From an optimization exercise on the open Yosys and OpenROAD flow, aimed at small area; shortcuts taken in it are not production practice. Only simulation tests tie the RTL to the original design; equivalence was not proved. Power figures rest on the tool's default switching activity, not on a simulated workload.

==> flow/config.mk <==
export PLATFORM = sky130hd
export DESIGN_NAME = riscv
export DESIGN_NICKNAME = riscv
export VERILOG_FILES = /design/flow/design.v
export SDC_FILE = /design/flow/constraint.sdc
export NUM_CORES = 4
export LEC_CHECK = 0
export CAP_MARGIN = 20
export CORE_MARGIN = 2
export CORE_UTILIZATION = 60
export CTS_BUF_LIST = sky130_fd_sc_hd__clkbuf_16
export CTS_CLUSTER_DIAMETER = 80
export CTS_CLUSTER_SIZE = 25
export SETUP_SLACK_MARGIN = 0.4
export SLEW_MARGIN = 20
export SYNTH_HIERARCHICAL = 1
==> flow/constraint.sdc <==
create_clock -name core_clock -period 10.0 [get_ports {clk}]
set_input_delay 2.0000 -clock core_clock [delete_from_list [all_inputs] [get_ports {clk}]]
set_output_delay 2.0000 -clock core_clock [all_outputs]
set_load 0.01 [all_outputs]
==> flow/design.v <==
module riscv(
	input clk,
	input rst_n,
	input [31:0]instr,
	input [31:0]Rd_mem_data,
	output [7:0]rom_addr,
	output [31:0]Wr_mem_data,
	output W_en,
	output R_en,
	output [31:0]ram_addr,
	output [2:0]RW_type
    );
	reg [31:1] pc;           
	reg [31:0] r [1:31];     
	wire [31:1] s1, s2;      
	wire [31:1] wr, hold;    
	wire use_imm, sub, use_pc, use_rs1, is_jump, is_br, is_load, is_store;
	wire [31:0] imm_a;
	wire [12:1] immB;
	wire [7:0] wsel;         
	wire signed_cmp;
	rv_dec u_dec (
		.instr(instr), .rst_n(rst_n),
		.s1(s1), .s2(s2), .wr(wr), .hold(hold),
		.use_imm(use_imm), .sub(sub), .use_pc(use_pc), .use_rs1(use_rs1), .is_jump(is_jump), .is_br(is_br),
		.is_load(is_load), .is_store(is_store), .imm_a(imm_a), .immB(immB), .wsel(wsel),
		.signed_cmp(signed_cmp));
	wire [31:0] rs1v, rs2v;
	genvar gb, gr;
	generate for (gb = 0; gb < 32; gb = gb + 1) begin : g_rd
		wire [31:1] col;
		for (gr = 1; gr < 32; gr = gr + 1) begin : g_c
			assign col[gr] = r[gr][gb];
		end
		rf_rdslice u_rd1 (.d(col), .s(s1), .o(rs1v[gb]));
		rf_rdslice u_rd2 (.d(col), .s(s2), .o(rs2v[gb]));
	end endgenerate
	wire [31:0] A;
	rv_opa u_opa (.rs1v(rs1v), .pc(pc), .use_rs1(use_rs1), .use_pc(use_pc), .a(A));
	wire [31:0] Bx;
	rv_opb u_opb (.rs2v(rs2v), .imm(imm_a), .use_imm(use_imm), .sub(sub), .bx(Bx));
	wire [31:0] sum, p, g;
	wire cout;
	rv_add32 u_add (.a(A), .b(Bx), .cin(sub), .s(sum), .cout(cout), .p(p), .g(g));
	wire [31:0] shr, shl;
	wire [4:0] shamt = use_imm ? instr[24:20] : rs2v[4:0];
	rv_shift u_sh (.a(A), .sh(shamt), .right(instr[14]), .arith(instr[30]), .shr(shr), .shl(shl));
	wire lt, taken;
	rv_cmp u_cmp (.p(p), .cout(cout), .signed_cmp(signed_cmp), .is_br(is_br), .f3(instr[14:12]), .lt(lt), .taken(taken));
	wire [31:2] inc;         
	rv_inc u_inc (.pc(pc[31:2]), .s(inc));
	wire [31:1] tgt;         
	rv_tgt u_tgt (.pc(pc), .immB(immB), .s(tgt));
	wire [31:1] pc_next;
	rv_pcmux u_pcm (.inc({inc, pc[1]}), .tgt(tgt), .sum(sum[31:1]), .taken(taken), .jump(is_jump), .rst_n(rst_n), .y(pc_next));
	always @(posedge clk)
		pc <= pc_next;
	wire [31:0] wd;
	rv_wb u_wb (.mem(Rd_mem_data), .pc4({inc, pc[1], 1'b0}), .sum(sum), .p(p), .g(g), .shl(shl), .shr(shr), .lt(lt),
		.sel(wsel), .wd(wd));
	generate for (gr = 1; gr < 32; gr = gr + 1) begin : g_wr
		wire [31:0] dnext;
		rf_wcell u_w (.q(r[gr]), .hold(hold[gr]), .wr(wr[gr]), .wd(wd), .d(dnext));
		always @(posedge clk) r[gr] <= dnext;
	end endgenerate
	assign rom_addr    = pc[9:2];
	assign Wr_mem_data = rs2v;
	assign W_en        = is_store;
	assign R_en        = is_load;
	assign ram_addr    = sum;
	assign RW_type     = instr[14:12];
endmodule
module rv_dec(
	input [31:0] instr,
	input rst_n,
	output [31:1] s1,
	output [31:1] s2,
	output [31:1] wr,
	output [31:1] hold,
	output use_imm,
	output sub,
	output use_pc,
	output use_rs1,
	output is_jump,
	output is_br,
	output is_load,
	output is_store,
	output [31:0] imm_a,
	output [12:1] immB,
	output [7:0] wsel,
	output signed_cmp
    );
	wire b6 = instr[6], b5 = instr[5], b4 = instr[4], b3 = instr[3], b2 = instr[2];
	wire [2:0] f3 = instr[14:12];
	wire i30 = instr[30];
	wire i31 = instr[31];
	assign is_load  = ~b6 & ~b5 & ~b4;
	assign is_store = ~b6 &  b5 & ~b4;
	assign is_br    =  b6 & ~b2;
	assign is_jump  =  b6 & b2;            
	wire is_jal     =  b3;
	wire is_alu     = ~b6 & b4 & ~b2;      
	wire is_op      = is_alu & b5;
	wire reg_wr     = ~is_br & ~is_store;
	wire isU        = ~b6 & b2;            
	assign use_pc   = (isU & ~b5) | is_jal;  
	assign use_rs1  = ~(b2 & (~b6 | b3));  
	assign use_imm  = ~(is_op | is_br);
	assign sub = is_br | (is_alu & ~f3[2] & f3[1]) | (is_op & ~f3[2] & ~f3[1] & ~f3[0] & i30);
	assign signed_cmp = is_br ? ~f3[1] : ~f3[0];
	rv_dec5 u_d1 (.a(instr[19:15]), .y(s1));
	rv_dec5 u_d2 (.a(instr[24:20]), .y(s2));
	rv_dec5w u_dw (.a(instr[11:7]), .en(reg_wr), .rst_n(rst_n), .wr(wr), .hold(hold));
	wire isS = is_store;
	wire isJ = is_jal;
	assign imm_a[0]     = isU | isJ ? 1'b0 : (isS ? instr[7] : instr[20]);
	assign imm_a[4:1]   = isU ? 4'd0 : (isS ? instr[11:8] : instr[24:21]);
	assign imm_a[10:5]  = isU ? 6'd0 : instr[30:25];
	assign imm_a[11]    = isU ? 1'b0 : (isJ ? instr[20] : i31);
	assign imm_a[19:12] = (isU | isJ) ? instr[19:12] : {8{i31}};
	assign imm_a[30:20] = isU ? instr[30:20] : {11{i31}};
	assign imm_a[31]    = i31;
	assign immB = {i31, instr[7], instr[30:25], instr[11:8]};
	wire ok = rst_n;
	wire alu_add = ~is_alu | (f3 == 3'b000);
	assign wsel[0] = ok & is_load;
	assign wsel[1] = ok & is_jump;
	assign wsel[2] = ok & ~is_load & ~is_jump & alu_add;
	assign wsel[3] = ok & is_alu & f3[2] & ~f3[0];             
	assign wsel[4] = ok & is_alu & f3[2] & f3[1];              
	assign wsel[5] = ok & is_alu & (f3 == 3'b001);
	assign wsel[6] = ok & is_alu & (f3 == 3'b101);
	assign wsel[7] = ok & is_alu & ~f3[2] & f3[1];            
endmodule
module rv_dec5(input [4:0] a, output [31:1] y);
	wire [3:0] hin;
	wire [7:0] lon;
	rv_pre2 u_p (.a(a), .hin(hin), .lon(lon));
	genvar i;
	generate for (i = 1; i < 32; i = i + 1) begin : g_y
		g_nor2 u_n (.a(hin[i/8]), .b(lon[i%8]), .y(y[i]));
	end endgenerate
endmodule
module rv_dec5w(input [4:0] a, input en, input rst_n, output [31:1] wr, output [31:1] hold);
	wire [3:0] hin;
	wire [7:0] lon;
	rv_pre u_p (.a(a), .en(en), .hin(hin), .lon(lon));
	genvar i;
	generate for (i = 1; i < 32; i = i + 1) begin : g_y
		g_o21ai u_w (.a1(hin[i/8]), .a2(lon[i%8]), .b1(rst_n), .y(wr[i]));
		g_inv u_h (.a(wr[i]), .y(hold[i]));
	end endgenerate
endmodule
module rv_pre(input [4:0] a, input en, output [3:0] hin, output [7:0] lon);
	wire [4:0] an;
	genvar i;
	generate for (i = 0; i < 5; i = i + 1) begin : g_i
		g_inv u_i (.a(a[i]), .y(an[i]));
	end
	for (i = 0; i < 8; i = i + 1) begin : g_l
		g_nand3 u_l (.a(i % 2 ? a[0] : an[0]), .b((i / 2) % 2 ? a[1] : an[1]), .c(i / 4 ? a[2] : an[2]), .y(lon[i]));
	end
	for (i = 0; i < 4; i = i + 1) begin : g_h
		g_nand3 u_h (.a(en), .b(i % 2 ? a[3] : an[3]), .c(i / 2 ? a[4] : an[4]), .y(hin[i]));
	end endgenerate
endmodule
module rv_pre2(input [4:0] a, output [3:0] hin, output [7:0] lon);
	wire [4:0] an;
	genvar i;
	generate for (i = 0; i < 5; i = i + 1) begin : g_i
		g_inv u_i (.a(a[i]), .y(an[i]));
	end
	for (i = 0; i < 8; i = i + 1) begin : g_l
		g_nand3 u_l (.a(i % 2 ? a[0] : an[0]), .b((i / 2) % 2 ? a[1] : an[1]), .c(i / 4 ? a[2] : an[2]), .y(lon[i]));
	end
	for (i = 0; i < 4; i = i + 1) begin : g_h
		g_nand2 u_h (.a(i % 2 ? a[3] : an[3]), .b(i / 2 ? a[4] : an[4]), .y(hin[i]));
	end endgenerate
endmodule
module rf_rdslice(input [31:1] d, input [31:1] s, output o);
	wire [10:0] n;
	genvar i;
	generate for (i = 0; i < 10; i = i + 1) begin : g_p
		g_a222oi u_p (.a1(d[3*i+1]), .a2(s[3*i+1]), .b1(d[3*i+2]), .b2(s[3*i+2]), .c1(d[3*i+3]), .c2(s[3*i+3]), .y(n[i]));
	end endgenerate
	g_nand2 u_l (.a(d[31]), .b(s[31]), .y(n[10]));
	wire [2:0] m;
	g_nand4 u_m0 (.a(n[0]), .b(n[1]), .c(n[2]), .d(n[3]), .y(m[0]));
	g_nand4 u_m1 (.a(n[4]), .b(n[5]), .c(n[6]), .d(n[7]), .y(m[1]));
	g_nand3 u_m2 (.a(n[8]), .b(n[9]), .c(n[10]), .y(m[2]));
	g_or3 u_o (.a(m[0]), .b(m[1]), .c(m[2]), .y(o));
endmodule
module rf_wcell(input [31:0] q, input hold, input wr, input [31:0] wd, output [31:0] d);
	genvar i;
	generate for (i = 0; i < 32; i = i + 1) begin : g_b
		g_a22o u_b (.a1(q[i]), .a2(hold), .b1(wd[i]), .b2(wr), .y(d[i]));
	end endgenerate
endmodule
module rv_opa(input [31:0] rs1v, input [31:1] pc, input use_rs1, input use_pc, output [31:0] a);
	assign a = (rs1v & {32{use_rs1}}) | ({pc, 1'b0} & {32{use_pc}});
endmodule
module rv_opb(input [31:0] rs2v, input [31:0] imm, input use_imm, input sub, output [31:0] bx);
	assign bx = (use_imm ? imm : rs2v) ^ {32{sub}};
endmodule
module rv_add32(input [31:0] a, input [31:0] b, input cin, output [31:0] s, output cout,
	output [31:0] p, output [31:0] g);
	assign p = a ^ b;
	assign g = a & b;
	wire [32:0] c;
	rv_bk #(.N(32)) u_bk (.g(g), .p(p), .cin(cin), .c(c));
	assign s = p ^ c[31:0];
	assign cout = c[32];
endmodule
module rv_bk #(parameter N = 32) (input [N-1:0] g, input [N-1:0] p, input cin, output [N:0] c);
	localparam D0 = N > 16 ? 8 : (N > 8 ? 4 : (N > 4 ? 2 : 1));   
	reg [N-1:0] G, P;
	integer d, i;
	always @(*) begin
		G = g;
		P = p;
		G[0] = g[0] | (p[0] & cin);
		for (d = 1; d < N; d = d * 2)
			for (i = 2 * d - 1; i < N; i = i + 2 * d) begin
				G[i] = G[i] | (P[i] & G[i - d]);
				P[i] = P[i] & P[i - d];
			end
		for (d = D0; d >= 1; d = d / 2)
			for (i = 3 * d - 1; i < N; i = i + 2 * d)
				G[i] = G[i] | (P[i] & G[i - d]);
	end
	assign c = {G, cin};
endmodule
module rv_cmp(input [31:0] p, input cout, input signed_cmp, input is_br, input [2:0] f3,
	output lt, output taken);
	assign lt = signed_cmp ? (p[31] ^ cout) : ~cout;
	wire eq = &p;
	assign taken = is_br & ((f3[2] ? lt : eq) ^ f3[0]);
endmodule
module rv_shift(input [31:0] a, input [4:0] sh, input right, input arith, output [31:0] shr, output [31:0] shl);
	wire fill = arith & a[31] & right;
	wire filln = ~fill;
	wire [31:0] x0, x1, x2, x3, x4, x5;
	genvar i;
	generate for (i = 0; i < 32; i = i + 1) begin : g_s
		g_mux2i u0 (.a0(a[31-i]), .a1(a[i]), .s(right), .y(x0[i]));
		g_mux2i u1 (.a0(x0[i]), .a1(i + 1  < 32 ? x0[(i + 1)  % 32] : filln), .s(sh[0]), .y(x1[i]));
		g_mux2i u2 (.a0(x1[i]), .a1(i + 2  < 32 ? x1[(i + 2)  % 32] : fill),  .s(sh[1]), .y(x2[i]));
		g_mux2i u3 (.a0(x2[i]), .a1(i + 4  < 32 ? x2[(i + 4)  % 32] : filln), .s(sh[2]), .y(x3[i]));
		g_mux2i u4 (.a0(x3[i]), .a1(i + 8  < 32 ? x3[(i + 8)  % 32] : fill),  .s(sh[3]), .y(x4[i]));
		g_mux2i u5 (.a0(x4[i]), .a1(i + 16 < 32 ? x4[(i + 16) % 32] : filln), .s(sh[4]), .y(x5[i]));
		assign shr[i] = x5[i];
		assign shl[i] = x5[31-i];
	end endgenerate
endmodule
module rv_inc(input [31:2] pc, output [31:2] s);
	wire [31:3] c;
	assign s[2] = ~pc[2];
	assign c[3] = pc[2];
	genvar i;
	generate for (i = 3; i < 31; i = i + 1) begin : g_i
		g_ha u_h (.a(pc[i]), .b(c[i]), .s(s[i]), .c(c[i+1]));
	end endgenerate
	assign s[31] = pc[31] ^ c[31];
endmodule
module rv_tgt(input [31:1] pc, input [12:1] immB, output [31:1] s);
	wire [13:1] c;
	assign c[1] = 1'b0;
	genvar i;
	generate for (i = 1; i < 13; i = i + 1) begin : g_lo
		g_fa u_f (.a(pc[i]), .b(immB[i]), .ci(c[i]), .s(s[i]), .co(c[i+1]));
	end endgenerate
	wire neg = immB[12];
	wire up = c[13] & ~neg;      
	wire dn = ~c[13] & neg;      
	wire [31:13] ti, td;         
	assign ti[13] = 1'b1;
	assign td[13] = 1'b1;
	generate for (i = 14; i < 32; i = i + 1) begin : g_hi
		assign ti[i] = ti[i-1] & pc[i-1];
		assign td[i] = td[i-1] & ~pc[i-1];
	end endgenerate
	assign s[31:13] = pc[31:13] ^ (({19{up}} & ti) | ({19{dn}} & td));
endmodule
module rv_pcmux(input [31:1] inc, input [31:1] tgt, input [31:1] sum, input taken, input jump, input rst_n,
	output [31:1] y);
	wire e_s = rst_n & jump;
	wire e_t = rst_n & taken & ~jump;
	wire e_i = rst_n & ~taken & ~jump;
	wire [31:1] yn;
	genvar i;
	generate for (i = 1; i < 32; i = i + 1) begin : g_m
		g_a222oi u_m (.a1(sum[i]), .a2(e_s), .b1(tgt[i]), .b2(e_t), .c1(inc[i]), .c2(e_i), .y(yn[i]));
		g_inv u_i (.a(yn[i]), .y(y[i]));
	end endgenerate
endmodule
module rv_wb(input [31:0] mem, input [31:0] pc4, input [31:0] sum, input [31:0] p, input [31:0] g,
	input [31:0] shl, input [31:0] shr, input lt, input [7:0] sel, output [31:0] wd);
	genvar i;
	generate for (i = 0; i < 32; i = i + 1) begin : g_w
		wire n0, n1, n2;
		g_a222oi u_0 (.a1(mem[i]), .a2(sel[0]), .b1(pc4[i]), .b2(sel[1]), .c1(sum[i]), .c2(sel[2]), .y(n0));
		g_a222oi u_1 (.a1(p[i]), .a2(sel[3]), .b1(g[i]), .b2(sel[4]), .c1(shl[i]), .c2(sel[5]), .y(n1));
		if (i == 0) begin : g_0
			g_a22oi u_2 (.a1(shr[i]), .a2(sel[6]), .b1(lt), .b2(sel[7]), .y(n2));
		end else begin : g_n
			g_nand2 u_2 (.a(shr[i]), .b(sel[6]), .y(n2));
		end
		g_nand3 u_o (.a(n0), .b(n1), .c(n2), .y(wd[i]));
	end endgenerate
endmodule
module g_nand2(input a, input b, output y);
	assign y = ~(a & b);
endmodule
module g_o21ai(input a1, input a2, input b1, output y);
	assign y = ~((a1 | a2) & b1);
endmodule
module g_o22ai(input a1, input a2, input b1, input b2, output y);
	assign y = ~((a1 | a2) & (b1 | b2));
endmodule
module g_nor4(input a, input b, input c, input d, output y);
	assign y = ~(a | b | c | d);
endmodule
module g_and4(input a, input b, input c, input d, output y);
	assign y = a & b & c & d;
endmodule
module g_mux2i(input a0, input a1, input s, output y);
	assign y = ~(s ? a1 : a0);
endmodule
module g_nor2(input a, input b, output y);
	assign y = ~(a | b);
endmodule
module g_nand3(input a, input b, input c, output y);
	assign y = ~(a & b & c);
endmodule
module g_nand4(input a, input b, input c, input d, output y);
	assign y = ~(a & b & c & d);
endmodule
module g_or3(input a, input b, input c, output y);
	assign y = a | b | c;
endmodule
module g_inv(input a, output y);
	assign y = ~a;
endmodule
module g_a222oi(input a1, input a2, input b1, input b2, input c1, input c2, output y);
	assign y = ~((a1 & a2) | (b1 & b2) | (c1 & c2));
endmodule
module g_ha(input a, input b, output s, output c);
	assign s = a ^ b;
	assign c = a & b;
endmodule
module g_fa(input a, input b, input ci, output s, output co);
	assign s = a ^ b ^ ci;
	assign co = (a & b) | (ci & (a ^ b));
endmodule
module g_a22o(input a1, input a2, input b1, input b2, output y);
	assign y = (a1 & a2) | (b1 & b2);
endmodule
module g_a22oi(input a1, input a2, input b1, input b2, output y);
	assign y = ~((a1 & a2) | (b1 & b2));
endmodule
==> flow/flow/run.sh <==
#!/bin/bash
# Own layout flow: the standard flow (standard.sh, all steps, standard synthesis),
# with two changes:
#  - the input and output ports are buffered with sky130_fd_sc_hd__buf_2 instead of the
#    default port buffer cell chosen by buffer_ports;
#  - timing repair does not clone gates (a clone once ended up right at its max-capacitance
#    limit after routing).
set -euo pipefail
export BUFFER_PORTS_ARGS="-buffer_cell sky130_fd_sc_hd__buf_2"
export SKIP_GATE_CLONING=1
bash standard.sh > standard_flow.log 2>&1
==> flow/standard.sh <==
#!/bin/bash
# synth_recipe.tcl (not shown) runs the flow's synth.tcl, then flattens the netlist and writes it again
# the make line also repeats each setting of config.mk as NAME=value (left out here)
make -C /OpenROAD-flow-scripts/flow DESIGN_CONFIG=/design/flow/config.mk WORK_HOME=/design/flow/orfs CLKGATE_MAP_FILE= SYNTH_SCRIPT=/design/flow/synth_recipe.tcl "${@:-finish}"
==> results.txt <==
[state kept, by name (all words and copies together), names as in the netlist]
name and flops:
r 992, pc 31
[placed cells by master (no fill, tap or decap), drive strengths merged, types with 3 or more instances in the layout]
master,n
a22o,1023
dfxtp,1023
a222oi,735
buf,387
mux2i,228
nand4,139
nand3,134
nand2,130
inv,94
nor2,77
or3,64
ha,62
o21ai,53
clkbuf,51
xnor2,48
xor2,37
a21o,36
a21oi,19
and2,15
fa,12
nor3,10
and4,7
clkinv,7
and3,6
diode,5
mux2,5
a31oi,4
or4,4
o21a,3
nor2b,3
nor4,3
nor3b,3
nor4b,3
[what timing repair did]
action                     in CTS  in global routing
gates resized for setup         0                 20
buffers inserted                0                  6
setup endpoints to repair       0                  6
[final timing paths]
check                      end  slack [ns]  cells after the start
max               ram_addr[30]        0.32                     20
max reg2reg     pc[27]$_DFF_P_        1.86                     20
min reg2reg  r[31][15]$_DFF_P_        0.52                      1
min          r[31][15]$_DFF_P_        0.52                      1
[metal layers]
metal	vias up	wire, um
met5	-	159
met4	16	20100
met3	1115	36100
met2	4534	85800
met1	22700	73600
li1	18900	-
[per-module statistics from Yosys (local to each module, per instance), a selection]
module	cell area, sq um	cells inside	times used
rv_pcmux	28.8	3	1
g_mux2i	10.0	1	192
rv_tgt	599	79	1
rv_inc	12.5	2	1
g_a22oi	12.5	1	1
rv_opb	677	72	1
g_fa	20.0	1	12
g_nor2	3.75	1	62
[worst reg2reg max path, stage by stage (launching register included)]
cell and delay, ns:
dfxtp_1 0.39, fa_1 0.47, fa_1 0.40, fa_1 0.45, fa_1 0.52, fa_1 0.44, fa_1 0.41, fa_1 0.55
fa_1 0.45, fa_1 0.41, fa_1 0.40, fa_1 0.42, fa_1 0.43, inv_1 0.08, ha_1 0.18, or4b_1 0.69
or4_4 0.63, a2bb2oi_1 0.16, xnor2_1 0.14, a222oi_1 0.34, inv_1 0.07
[Yosys cell counts (all sizes together), types with 19 or more instances]
| cell type | n | share of area [%] |
|---|---|---|
| a21o | 36 | 0.59 |
| a21oi | 19 | 0.22 |
| a222oi | 735 | 16 |
| a22o | 1023 | 19 |
| buf | 79 | 1.4 |
| dfxtp | 1023 | 45 |
| ha | 62 | 1.7 |
| inv | 89 | 0.73 |
| mux2i | 228 | 5.0 |
| nand2 | 130 | 1.1 |
| nand3 | 134 | 1.5 |
| nand4 | 139 | 1.9 |
| nor2 | 77 | 0.63 |
| o21ai | 53 | 0.58 |
| or3 | 64 | 0.87 |
| xnor2 | 48 | 0.91 |
| xor2 | 37 | 0.71 |
[through the flow]
step                total power [mW]  hold slack [ns]  std cells
finish                          14.3            0.517       5489
global route                    14.7            0.530       5484
CTS                             14.0            0.518       5478
detailed placement              11.6            0.492       5414
global placement                11.5            0.487       5414
floorplan                       9.67            0.477       4086
[power groups by stage]
stage                     clock, mW  sequential [mW]  combinational (mW)
after floorplan                   0             6.50                3.18
after global placement            0             6.76                4.72
after detailed placement          0             6.82                4.82
after CTS                      2.40             6.75                4.83
after global routing           2.53             6.97                5.24
final                          2.42             6.82                5.11
[cell families (layout without fill, tap and decap cells)]
kind of cell / count (synthesis) / count (layout) / share of synthesized area (%)
adder cells (fa/ha/maj): 74 / 74 / 2.21
XOR/XNOR: 85 / 85 / 1.62
AND/OR/NAND/NOR: 606 / 606 / 6.96
multiplexers: 233 / 233 / 5.09
other: 2 / 7 / 0.0163
flip-flops: 1023 / 1023 / 44.6
buffers and inverters: 172 / 540 / 2.12
AO/OA/AOI/OAI: 1891 / 1891 / 37.4
[area by class of cell]
class	count	area, sq um
Timing Repair Buffer	387	2820
Sequential cell	1023	20500
Clock buffer	51	1280
Multi-Input combinational cell	2891	25400
Fill cell	6059	24100
Inverter	89	334
Tap cell	1030	1290
Clock inverter	13	216
Antenna cell	5	12.5
==> results.sh <==
export IMPL_power_frac_seq_pct=47.5
export IMPL_die_h_um=281
export IMPL_clock_skew_ns=0.0340
export IMPL_start_util_pct=60.5
export IMPL_nets=4583
export IMPL_syn_to_final_growth_pct=12.7
export IMPL_grt_busiest_layer="met2"
export IMPL_fin_util_pct=68.2
export IMPL_status="finished clean"
export IMPL_io_buffer_count=140
export IMPL_ys_seq_elements=1023
export IMPL_vias_per_cell=8.61
export IMPL_worstHoldStart="r[31][15]$_DFF_P_"
export IMPL_cts_hold_buf=0
export IMPL_cts_sinks=1023
export IMPL_critical_path_class="in2out"
export IMPL_grt_ovfl_total=0
export IMPL_comb_power_share_pct=35.6
export IMPL_grtUsageMet3_pct=18.7
export IMPL_fin_crit_ns=9.68
export IMPL_cts_made_buffers=51
export IMPL_ios=143
export IMPL_p_sw_share_pct=40.1
export IMPL_rsz0062_at_grt="no"
export IMPL_crit_family="compound AO/OA/AOI/OAI gates"
export IMPL_synthFlopType="dfxtp_1"
export IMPL_crit_arrival_ns=7.68
export IMPL_drive_gt1_share_pct=13.4
export IMPL_post_dp_cell_area_sq_um=50100
export IMPL_dieArea_sq_um=78800
export IMPL_cts_max_path_buffers=3
export IMPL_coreArea_sq_um=75900
export IMPL_vdd_drop_max_mv=0.214
export IMPL_drc=0
export IMPL_p_per_area_nw_per_um2=277
export IMPL_r2r_start="pc[1]$_DFF_P_"
export IMPL_pre_cts_slack_ns=0.279
export IMPL_grtUsageMet2_pct=73.6
export IMPL_yosysSeqAreaShare_pct=44.6
export IMPL_start_kind="input pin"
export IMPL_cts_tree="done"
export IMPL_cp_slowest_cell="or3_4"
export IMPL_path_clk_slew_ns=0.10
export IMPL_max_cap_violations=0
export IMPL_num_rows=101
export IMPL_grt_pass1_vias=42700
export IMPL_num_vias=47300
export IMPL_yosysWarnings=10
export IMPL_synth_nets=4226
export IMPL_gp_congestion=1.07
export IMPL_synth_async_reset_ratio_pct=0
export IMPL_p_int_mw=8.60
export IMPL_drv_slew=0
export IMPL_cp_end_kind="output pin"
export IMPL_critPathMaxFanout=24
export IMPL_synthCells=4086
export IMPL_fin_crit_sh_pct=96.8
export IMPL_synth_edf_count=0
export IMPL_finalWorstSetupSlack_ns=0.324
export IMPL_first_pass_iters=14
export IMPL_fin_tns_setup_ns=0
export IMPL_cts_max_level=2
export IMPL_fmaxAchievable_ghz=0.103
export IMPL_wl_mm=216
export IMPL_p_clk_share_pct=16.8
export IMPL_tightest_slew_ns=1.25
export IMPL_use_met1_pct=64.4
export IMPL_insertion_delay_ns=0.68
export IMPL_final_hold_violation_count=0
export IMPL_ant_nets=0
export IMPL_antenna_found_initial=13
export IMPL_synth_area_sq_um=46000
export IMPL_die_x_um=281
export IMPL_post_dp_hpwl_mm=141
export IMPL_hp_class="reg2reg"
export IMPL_p_leak_nw=21.1
export IMPL_critPathLaunch="instr[16]"
export IMPL_grt_max_degree=43
export IMPL_syn_avg_cell_area_sq_um=11.2
export IMPL_worst_path_buf_inv=5
export IMPL_synth_distinct_cells=71
export IMPL_crit_required_ns=8.00
export IMPL_cp_cell_sequence="buf_2 -> inv_1 -> nand3_1 -> nor2_4 -> a222oi_1 -> nand4_1 -> or3_4 -> a22o_1 -> ha_1 -> a21oi_1 -> o21a_1 -> o21ai_0 -> buf_4 -> a211oi_1 -> a21oi_2 -> a221o_1 -> a31oi_4 -> inv_1 -> xor2_1 -> buf_2"
export IMPL_fin_area_sq_um=51800
export IMPL_critPathMaxStageDelay_ns=0.61
export IMPL_grt_use_total_pct=51.6
export IMPL_cts_root_buf="clkbuf_16"
export IMPL_wire_per_inst_um=39.3
export IMPL_slew_headroom_pct=16.3
export IMPL_grt_pass1_wl_mm=300
export IMPL_p_sw_mw=5.74
export IMPL_setup_viol=0
export IMPL_drtIter0Drc=11800

## re-timing with driven ports
In the flow no input, the clock included, has a driving cell. The finished layout below was timed again as built, in two steps. Step 1 (the two cells are an assumption about what drives the block):
set clk [get_ports {clk}]
set_driving_cell -lib_cell sky130_fd_sc_hd__clkbuf_16 $clk
set_driving_cell -lib_cell sky130_fd_sc_hd__buf_2 [delete_from_list [all_inputs] $clk]
Step 2 moves the port delays by t, midway between the first and last clock arrival at a register: inputs arrive t later, outputs are due t later. That takes back most of the time a late clock gives input paths. Slacks: ideal / step 1 / step 2; pairs: ideal / step 1.
shift t [ns]: 0.743
setup slack, ns: 0.324 / 0.302 / 0.056
slew at the worst register clock pin (ns): 0.10 / 0.10
After both steps this run still meets setup and hold. The setup slack of this run moves by -0.022 ns with the drivers and by -0.268 ns with both steps.
